This is an optimization exercise on Yosys and OpenROAD, whose aim is small area, not a production implementation.
RTL that was checked went through simulation tests only; none was proved equivalent to the original.
No driver is modelled on the clock port, so clocking that relies on it looks cheaper here than on a real chip.
Power is estimated from default activity; no workload was simulated.

## v7
Design ecg_hr, start of the top module:
module ecg_hr (clk, rst, sample_clk, adc_va, adc_vb,
               spi_sck, dac_a, beat, led, hr_bcd);
clock: 10.0 ns
lec_check: 0
cap_margin: 20
core_margin: 2
core_utilization: 70
place_density: 0.8
slew_margin: 20
standard.sh (not shown) runs the stock make flow with config.mk's settings and CLKGATE_MAP_FILE= SYNTH_SCRIPT=/design/flow/synth_recipe.tcl, a recipe that flattens the netlist after the stock synthesis.
==> flow/flow/run.sh <==
#!/bin/bash
# Layout flow: the standard synthesis and layout, with small port buffers
# (buf_1) and a clock tree of clkbuf_4/clkbuf_8 cells without dummy loads.
set -euo pipefail
bash standard.sh synth > synth.log 2>&1
bash standard.sh \
  "BUFFER_PORTS_ARGS=-buffer_cell sky130_fd_sc_hd__buf_1" \
  "CTS_ARGS=-sink_clustering_enable -repair_clock_nets -dont_use_dummy_load -buf_list {sky130_fd_sc_hd__clkbuf_4 sky130_fd_sc_hd__clkbuf_8}" \
  finish > layout.log 2>&1
In summary, v7 completed successfully, with a layout that passed the timing, design-rule and antenna checks.
Modified inputs, v39 compared to v7
-- flow/flow/run.sh --
<<< v7, line 8
  "CTS_ARGS=-sink_clustering_enable -repair_clock_nets -dont_use_dummy_load -buf_list {sky130_fd_sc_hd__clkbuf_4 sky130_fd_sc_hd__clkbuf_8}" \
>>> v39, line 8
  "CTS_ARGS=-sink_clustering_enable -repair_clock_nets -dont_use_dummy_load -buf_list {sky130_fd_sc_hd__clkbuf_4 sky130_fd_sc_hd__clkbuf_8} -root_buf sky130_fd_sc_hd__clkbuf_8 -sink_clustering_buffer sky130_fd_sc_hd__clkbuf_4" \
==> comparison <==
- Diff v39..v7 | logic depth of the worst path, buffers included | unchanged
- On final global-route overflow total, v39 and v7 are neck and neck.
- On total die area, v39 and v7 are basically level.
- Every stage of the flow completed for v7, and the final layout passed the timing, design-rule and antenna checks.
- v39 ran to completion and came out clean on the timing, design-rule and antenna checks.
- v7 -> v39: aggregate routed wire length delta 0, exact match
- As far as count of filler cells inserted in the layout goes, v39 and v7 are indistinguishable; the numbers are identical.
- Between v39 and v7, the difference in remaining design rule violation count is negligible.
- v39 -> v7: number of placed cells counting well taps delta 0, exact match
- Taking v7 as the reference, in v39 sequential fraction of total cell area held, setup slack of the critical path after layout held, combinational-cell power consumption held.
### v39 -> v24
- ABC_AREA: unset -> 1
-- flow/flow/run.sh --
<<< v39, line 8
  "CTS_ARGS=-sink_clustering_enable -repair_clock_nets -dont_use_dummy_load -buf_list {sky130_fd_sc_hd__clkbuf_4 sky130_fd_sc_hd__clkbuf_8} -root_buf sky130_fd_sc_hd__clkbuf_8 -sink_clustering_buffer sky130_fd_sc_hd__clkbuf_4" \
>>> v24, line 8
  "CTS_ARGS=-sink_clustering_enable -repair_clock_nets -dont_use_dummy_load -buf_list {sky130_fd_sc_hd__clkbuf_4 sky130_fd_sc_hd__clkbuf_8}" \
Notes after the runs:
v24 vs. v39: met3 track utilization from global routing fell by 0.56 points, count of mapped cells out of synthesis now sits higher, pin slew with the least headroom to its limit lower, power consumed by the clock network roughly the same, die outline width went down by about 0.54%. v24: PASS, flow complete, no timing, DRC or antenna violations. Sort v24 and v39 by shortest period the worst path allows, descending, and v39 comes first. Against v39, v24 reports a routed metal-1 wirelength that is lower. Min design area across v24 and v39: v24. For register area, v24 and v39 come out practically identical. Re worst hold slack: v24 is 0.028 ns down on v39.

ecg_hr, a different RTL version from the one above (not shown whole).
Size in the first run: roughly 1000 cells after synthesis, ~190 flip-flops, about 65 I/O pins, about 10000 sq um of cells after synthesis.
==> flow/config.mk <==
export PLATFORM = sky130hd
export DESIGN_NAME = ecg_hr
export DESIGN_NICKNAME = ecg_hr
export VERILOG_FILES = /design/flow/design.v
export SDC_FILE = /design/flow/constraint.sdc
export NUM_CORES = 4
export LEC_CHECK = 0
export CAP_MARGIN = 20
export CORE_MARGIN = 2
export CORE_UTILIZATION = 60
export SLEW_MARGIN = 20
==> flow/constraint.sdc <==
create_clock -name core_clock -period 10.0 [get_ports {clk}]
set_input_delay 2.0000 -clock core_clock [delete_from_list [all_inputs] [get_ports {clk}]]
set_output_delay 2.0000 -clock core_clock [all_outputs]
set_load 0.01 [all_outputs]
==> flow/flow/run.sh <==
#!/bin/bash
# Layout flow: the standard synthesis and layout, with small port buffers
# (buf_1) and a clock tree of clkbuf_4/clkbuf_8 cells without dummy loads.
set -euo pipefail
bash standard.sh synth > synth.log 2>&1
bash standard.sh \
  "BUFFER_PORTS_ARGS=-buffer_cell sky130_fd_sc_hd__buf_1" \
  "CTS_ARGS=-sink_clustering_enable -repair_clock_nets -dont_use_dummy_load -buf_list {sky130_fd_sc_hd__clkbuf_4 sky130_fd_sc_hd__clkbuf_8}" \
  finish > layout.log 2>&1
==> next run, changes <==
CORE_UTILIZATION = 70   (was 60)
PLACE_DENSITY = 0.8   (was not set)
After rerunning: Combinational power barely changes; setup slack loses 6.4 ps; final area falls by 0.48%; hold slack gains 23 ps; via count rises by 2.5%; die area falls by 14%; area after synthesis stays the same; sequential power stays flat.
==> next run, changes <==
CORE_UTILIZATION = 40   (was 70)
PLACE_DENSITY = not set   (was 0.8)
=> Flip-flop and latch count is unchanged. Sequential power barely changes. Fmax grows by 0.99%. Clock skew climbs by 16 ps. Total power came out lower by 0.74%. First-iteration DRC count came out lower by 17%. Worst hold slack barely changes. Cell area went up by 2.2%. Routed wire length goes up by 4.3%. Final cell count rose by 13%.
==> next run, changes <==
==> flow/flow/run.sh (replaced) <==
#!/bin/bash
# Layout flow: the standard synthesis and layout, with small port buffers
# (buf_1) and a clock tree of clkbuf_8 cells without dummy loads.
set -euo pipefail
bash standard.sh synth > synth.log 2>&1
bash standard.sh \
  "BUFFER_PORTS_ARGS=-buffer_cell sky130_fd_sc_hd__buf_1" \
  "CTS_ARGS=-sink_clustering_enable -repair_clock_nets -dont_use_dummy_load -sink_clustering_size 12 -buf_list {sky130_fd_sc_hd__clkbuf_8}" \
  finish > layout.log 2>&1
Utilization stays the same.
Maximum frequency is unchanged.
Synthesized area stays the same.
Power does not change.
Via count does not change.
Flip-flop and latch count does not change.
Die area stays the same.
Register-to-register slack is about the same.
Wire length stays the same.
Sequential power is about the same.
==> next run, changes <==
==> flow/run.sh (new file) <==
#!/bin/bash
# synth_recipe.tcl (not shown) runs the flow's synth.tcl, then flattens the netlist and writes it again
# the make line also repeats each setting of config.mk as NAME=value (left out here)
make -C /OpenROAD-flow-scripts/flow DESIGN_CONFIG=/design/flow/config.mk WORK_HOME=/design/flow/orfs CLKGATE_MAP_FILE= SYNTH_SCRIPT=/design/flow/synth_recipe.tcl finish
removed: flow/flow/run.sh
removed: flow/standard.sh
Outcome:
- wire length increases by 2.3%
- sequential share of layout area decreases by 2.4 points
- first-iteration DRC count decreases by 5.6%
- synthesized area stays the same
- core utilization increases by 3.0 points
- global-route usage increases by 0.44 points
Function was not checked in any run of this note: the RTL went through the layout flow alone.

ecg_hr, a different RTL version from the one above (not shown whole).
For scale: about 65 I/O pins, about 0.0089 sq mm of cells after synthesis.
## ecg_hr
module ecg_hr (clk, rst, sample_clk, adc_va, adc_vb,
               spi_sck, dac_a, beat, led, hr_bcd);
export LEC_CHECK = 0
export ABC_AREA = 1
export CAP_MARGIN = 20
export CORE_MARGIN = 2
export CORE_UTILIZATION = 70
export PLACE_DENSITY = 0.8
export SLEW_MARGIN = 20
create_clock -name core_clock -period 10.0 [get_ports {clk}]
==> flow/flow/run.sh <==
#!/bin/bash
# Layout flow.
#  1. the standard synthesis (bash standard.sh synth).
#  2. flow/polopt.py: full adders built on complemented signals where that
#     saves inverters; inverter and buffer chains collapsed.
#  3. Yosys/ABC area re-mapping of the plain logic gates only
#     (flow/abc_remap.script): registers, full adders and tie cells
#     are kept as they are (same instances, same names).
#  4. the standard layout from this netlist, with small port buffers
#     (buf_1) and a clock tree of clkbuf_4/clkbuf_8 cells without dummy loads.
# Each tool writes its full output to a log file here.
set -euo pipefail
LIB=$FLOW_HOME/platforms/sky130hd/lib/sky130_fd_sc_hd__tt_025C_1v80.lib
YOSYS=$(command -v yosys || echo "$FLOW_HOME/../tools/install/yosys/bin/yosys")
R=orfs/results/sky130hd/ecg_hr/base

bash standard.sh synth > synth.log 2>&1
cp $R/1_2_yosys.v 1_2_yosys.std.v
python3 flow/polopt.py 1_2_yosys.std.v net_pol.v > polopt.log 2>&1

DONT=$(sed -n '/DONT_USE_CELLS += /,/^#/p' $FLOW_HOME/platforms/sky130hd/config.mk | grep -o 'sky130_fd_sc_hd__[a-z0-9_]*' | sed 's/^/-dont_use /' | tr '\n' ' ')
KEEP="sky130_fd_sc_hd__fa_1 sky130_fd_sc_hd__fa_2 sky130_fd_sc_hd__fa_4 sky130_fd_sc_hd__dfxtp_1 sky130_fd_sc_hd__edfxtp_1 sky130_fd_sc_hd__conb_1"
cat > remap.ys <<EOY
read_liberty -ignore_miss_func $LIB
setattr -mod -set keep_hierarchy 1 $KEEP
read_verilog net_pol.v
hierarchy -top ecg_hr
flatten
opt -purge
abc -liberty $LIB $DONT -dont_use sky130_fd_sc_hd__fa_1 -dont_use sky130_fd_sc_hd__fa_2 -dont_use sky130_fd_sc_hd__fa_4 -dont_use sky130_fd_sc_hd__ha_1 -dont_use sky130_fd_sc_hd__ha_2 -dont_use sky130_fd_sc_hd__ha_4 -script $PWD/flow/abc_remap.script
opt_clean -purge
rename -hide w:_*_.*
splitnets
opt_clean -purge
insbuf -buf sky130_fd_sc_hd__buf_1 A X
select ecg_hr
write_verilog -noattr -nohex -nodec -selected net_remap.v
EOY
$YOSYS -s remap.ys > remap.log 2>&1
cp net_remap.v $R/1_2_yosys.v
rm -f $R/1_synth.odb
bash standard.sh \
  "BUFFER_PORTS_ARGS=-buffer_cell sky130_fd_sc_hd__buf_1" \
  "CTS_ARGS=-sink_clustering_enable -repair_clock_nets -dont_use_dummy_load -buf_list {sky130_fd_sc_hd__clkbuf_4 sky130_fd_sc_hd__clkbuf_8}" \
  "POST_CTS_TCL=$PWD/flow/clkdown.tcl" \
  finish > layout.log 2>&1
==> flow/flow/clkdown.tcl <==
# Run after clock tree synthesis (POST_CTS_TCL): each clock-tree buffer is
# tried one size smaller (clkbuf_8 -> clkbuf_4 -> clkbuf_2) and kept smaller
# while the worst flip-flop clock-pin slew (placement parasitics) stays under
# the target.
proc my_clk_pin_worst_slew {} {
  set w 0
  foreach pin [all_registers -clock_pins -edge_triggered] {
    foreach edge {rise fall} {
      foreach a {min max} {
        set s [get_property $pin slew_${a}_$edge]
        set ps [expr {[sta::time_ui_sta $s] * 1e12}]
        if {$ps > $w} { set w $ps }
      }
    }
  }
  return $w
}
set target 112.0
set smaller [dict create sky130_fd_sc_hd__clkbuf_8 sky130_fd_sc_hd__clkbuf_4 \
                         sky130_fd_sc_hd__clkbuf_4 sky130_fd_sc_hd__clkbuf_2]
estimate_parasitics -placement
puts "clkdown: worst clock-pin slew before [my_clk_pin_worst_slew] ps"
set n 0
foreach pass {1 2} {
  foreach inst [get_cells *] {
    set ref [get_property $inst ref_name]
    if {![dict exists $smaller $ref]} { continue }
    set net [get_nets -of_objects [get_pins -of_objects $inst -filter "direction == output"]]
    if {![string match "clknet*" [get_full_name $net]]} { continue }
    replace_cell $inst [dict get $smaller $ref]
    estimate_parasitics -placement
    if {[my_clk_pin_worst_slew] > $target} {
      replace_cell $inst $ref
      estimate_parasitics -placement
    } else {
      incr n
    }
  }
}
puts "clkdown: $n clock buffer downsizings, worst clock-pin slew [my_clk_pin_worst_slew] ps"
Other scripts of this flow, unchanged in this note and not shown: flow/flow/abc_remap.script, flow/flow/polopt.py
Rerun with:
--- a/flow/flow/run.sh
+++ b/flow/flow/run.sh
@@ -5,5 +5,5 @@
 #     saves inverters; inverter and buffer chains collapsed.
 #  3. Yosys/ABC area re-mapping of the plain logic gates only
-#     (flow/abc_remap.script): registers, full adders and tie cells
+#     (flow/abc_remap.script): registers, full and half adders and tie cells
 #     are kept as they are (same instances, same names).
 #  4. the standard layout from this netlist, with small port buffers
@@ -20,5 +20,5 @@
 
 DONT=$(sed -n '/DONT_USE_CELLS += /,/^#/p' $FLOW_HOME/platforms/sky130hd/config.mk | grep -o 'sky130_fd_sc_hd__[a-z0-9_]*' | sed 's/^/-dont_use /' | tr '\n' ' ')
-KEEP="sky130_fd_sc_hd__fa_1 sky130_fd_sc_hd__fa_2 sky130_fd_sc_hd__fa_4 sky130_fd_sc_hd__dfxtp_1 sky130_fd_sc_hd__edfxtp_1 sky130_fd_sc_hd__conb_1"
+KEEP="sky130_fd_sc_hd__fa_1 sky130_fd_sc_hd__fa_2 sky130_fd_sc_hd__fa_4 sky130_fd_sc_hd__ha_1 sky130_fd_sc_hd__ha_2 sky130_fd_sc_hd__ha_4 sky130_fd_sc_hd__dfxtp_1 sky130_fd_sc_hd__edfxtp_1 sky130_fd_sc_hd__conb_1"
 cat > remap.ys <<EOY
 read_liberty -ignore_miss_func $LIB
==> flow/flow/clkdown.tcl (replaced) <==
# Run after clock tree synthesis (POST_CTS_TCL): each clkbuf_8 of the clock
# tree is tried as a clkbuf_4 and kept as one if the worst flip-flop clock-pin
# slew (placement parasitics) stays under the target.
proc my_clk_pin_worst_slew {} {
  set w 0
  foreach pin [all_registers -clock_pins -edge_triggered] {
    foreach edge {rise fall} {
      foreach a {min max} {
        set s [get_property $pin slew_${a}_$edge]
        set ps [expr {[sta::time_ui_sta $s] * 1e12}]
        if {$ps > $w} { set w $ps }
      }
    }
  }
  return $w
}
set target 120.0
estimate_parasitics -placement
puts "clkdown: worst clock-pin slew before [my_clk_pin_worst_slew] ps"
set n 0
foreach inst [get_cells *] {
  if {[get_property $inst ref_name] ne "sky130_fd_sc_hd__clkbuf_8"} { continue }
  replace_cell $inst sky130_fd_sc_hd__clkbuf_4
  estimate_parasitics -placement
  set w [my_clk_pin_worst_slew]
  if {$w > $target} {
    replace_cell $inst sky130_fd_sc_hd__clkbuf_8
    estimate_parasitics -placement
  } else {
    incr n
  }
}
puts "clkdown: $n clock buffers now clkbuf_4, worst clock-pin slew [my_clk_pin_worst_slew] ps"
CORE_UTILIZATION = 75   (was 70)
PLACE_DENSITY = 0.85   (was 0.8)
After rerunning: The new run went through all stages and came out clean. First-iteration DRC count climbs by 22%. Cell count drops by 4.9%. Cell area climbs by 0.76%. Clock-buffer cell count does not change. Synthesized cell count drops by 2.4%. Global-route usage climbs by 3.7 points.
Rerun with:
--- a/flow/flow/run.sh
+++ b/flow/flow/run.sh
@@ -5,5 +5,5 @@
 #     saves inverters; inverter and buffer chains collapsed.
 #  3. Yosys/ABC area re-mapping of the plain logic gates only
-#     (flow/abc_remap.script): registers, full and half adders and tie cells
+#     (flow/abc_remap.script): registers, full adders and tie cells
 #     are kept as they are (same instances, same names).
 #  4. the standard layout from this netlist, with small port buffers
@@ -20,5 +20,5 @@
 
 DONT=$(sed -n '/DONT_USE_CELLS += /,/^#/p' $FLOW_HOME/platforms/sky130hd/config.mk | grep -o 'sky130_fd_sc_hd__[a-z0-9_]*' | sed 's/^/-dont_use /' | tr '\n' ' ')
-KEEP="sky130_fd_sc_hd__fa_1 sky130_fd_sc_hd__fa_2 sky130_fd_sc_hd__fa_4 sky130_fd_sc_hd__ha_1 sky130_fd_sc_hd__ha_2 sky130_fd_sc_hd__ha_4 sky130_fd_sc_hd__dfxtp_1 sky130_fd_sc_hd__edfxtp_1 sky130_fd_sc_hd__conb_1"
+KEEP="sky130_fd_sc_hd__fa_1 sky130_fd_sc_hd__fa_2 sky130_fd_sc_hd__fa_4 sky130_fd_sc_hd__dfxtp_1 sky130_fd_sc_hd__edfxtp_1 sky130_fd_sc_hd__conb_1"
 cat > remap.ys <<EOY
 read_liberty -ignore_miss_func $LIB
--- a/flow/flow/clkdown.tcl
+++ b/flow/flow/clkdown.tcl
@@ -15,5 +15,5 @@
   return $w
 }
-set target 120.0
+set target 115.0
 estimate_parasitics -placement
 puts "clkdown: worst clock-pin slew before [my_clk_pin_worst_slew] ps"
CORE_UTILIZATION = 70   (was 75)
PLACE_DENSITY = 0.8   (was 0.85)
Flip-flop and latch count does not change.
Non-clock buffer count rises by 1.
Core utilization went down by 6.6 points.
Final cell count came out higher by about 5%.
Die area goes up by 5.4%.
Cell area fell by 0.75%.
Combinational power hardly moves.
Worst hold slack is worse by 0.011 ns.
Clock-buffer cell count does not change.
First-iteration DRC count came out lower by about 8%.
Total power is higher by about 0.8%.
Rerun with:
--- a/flow/flow/run.sh
+++ b/flow/flow/run.sh
@@ -5,5 +5,5 @@
 #     saves inverters; inverter and buffer chains collapsed.
 #  3. Yosys/ABC area re-mapping of the plain logic gates only
-#     (flow/abc_remap.script): registers, full adders and tie cells
+#     (flow/abc_remap.script): registers, full and half adders and tie cells
 #     are kept as they are (same instances, same names).
 #  4. the standard layout from this netlist, with small port buffers
@@ -20,5 +20,5 @@
 
 DONT=$(sed -n '/DONT_USE_CELLS += /,/^#/p' $FLOW_HOME/platforms/sky130hd/config.mk | grep -o 'sky130_fd_sc_hd__[a-z0-9_]*' | sed 's/^/-dont_use /' | tr '\n' ' ')
-KEEP="sky130_fd_sc_hd__fa_1 sky130_fd_sc_hd__fa_2 sky130_fd_sc_hd__fa_4 sky130_fd_sc_hd__dfxtp_1 sky130_fd_sc_hd__edfxtp_1 sky130_fd_sc_hd__conb_1"
+KEEP="sky130_fd_sc_hd__fa_1 sky130_fd_sc_hd__fa_2 sky130_fd_sc_hd__fa_4 sky130_fd_sc_hd__ha_1 sky130_fd_sc_hd__ha_2 sky130_fd_sc_hd__ha_4 sky130_fd_sc_hd__dfxtp_1 sky130_fd_sc_hd__edfxtp_1 sky130_fd_sc_hd__conb_1"
 cat > remap.ys <<EOY
 read_liberty -ignore_miss_func $LIB
CORE_UTILIZATION = 80   (was 70)
PLACE_DENSITY = 0.9   (was 0.8)
Result: The new run finished with timing, DRC and antenna clean. Sequential share of layout area drops by 0.26 points. Hold slack hardly moves. Setup slack degrades by 0.11 ns.

## separate check: timing with driven ports
How much do the figures lean on ideal ports? The routed layouts below were timed once more, with nothing changed but the port constraints. Step 1: set_driving_cell puts a clkbuf_16 on clk and a buf_2 on each other input, an assumption about the parent block. Step 2 adds t to the input delays and takes it off the output delays; t is the mean of the earliest and latest rising clock arrival at the registers after step 1. Input paths then give back, and output paths get back, about the clock's delay inside the block. Slacks: ideal ports / drivers / drivers and shift; pairs: ideal ports / drivers.
| run | t (ns) | setup slack, ns | worst setup path after step 2 | latest minus earliest clock arrival (ns) |
|---|---|---|---|---|
| v7 | 0.480 | 0.397 / 0.397 / 0.397 | register to register | 0.023 / 0.023 |
| v39 | 0.480 | 0.397 / 0.397 / 0.397 | register to register | 0.023 / 0.023 |
| v24 | 0.492 | 0.597 / 0.597 / 0.597 | register to register | 0.026 / 0.026 |
| the first run of note 2 | 0.487 | 0.460 / 0.460 / 0.460 | register to register | 0.044 / 0.044 |
| the second run of note 2 | 0.492 | 0.454 / 0.454 / 0.454 | register to register | 0.032 / 0.033 |
| the third run of note 2 | 0.487 | 0.548 / 0.548 / 0.548 | register to register | 0.054 / 0.053 |
| the fourth run of note 2 | 0.487 | 0.548 / 0.548 / 0.548 | register to register | 0.054 / 0.053 |
| the fifth run of note 2 | 0.473 | 0.494 / 0.494 / 0.494 | register to register | 0.015 / 0.015 |
| the first run of note 3 | 0.851 | 0.452 / 0.452 / 0.452 | register to register | 0.038 / 0.038 |
| the second run of note 3 | 0.623 | 0.440 / 0.440 / 0.440 | register to register | 0.040 / 0.040 |
| the third run of note 3 | 0.625 | 0.488 / 0.488 / 0.488 | register to register | 0.043 / 0.043 |
| the fourth run of note 3 | 0.621 | 0.374 / 0.374 / 0.374 | register to register | 0.041 / 0.041 |
After both steps setup and hold are still met in every run listed.
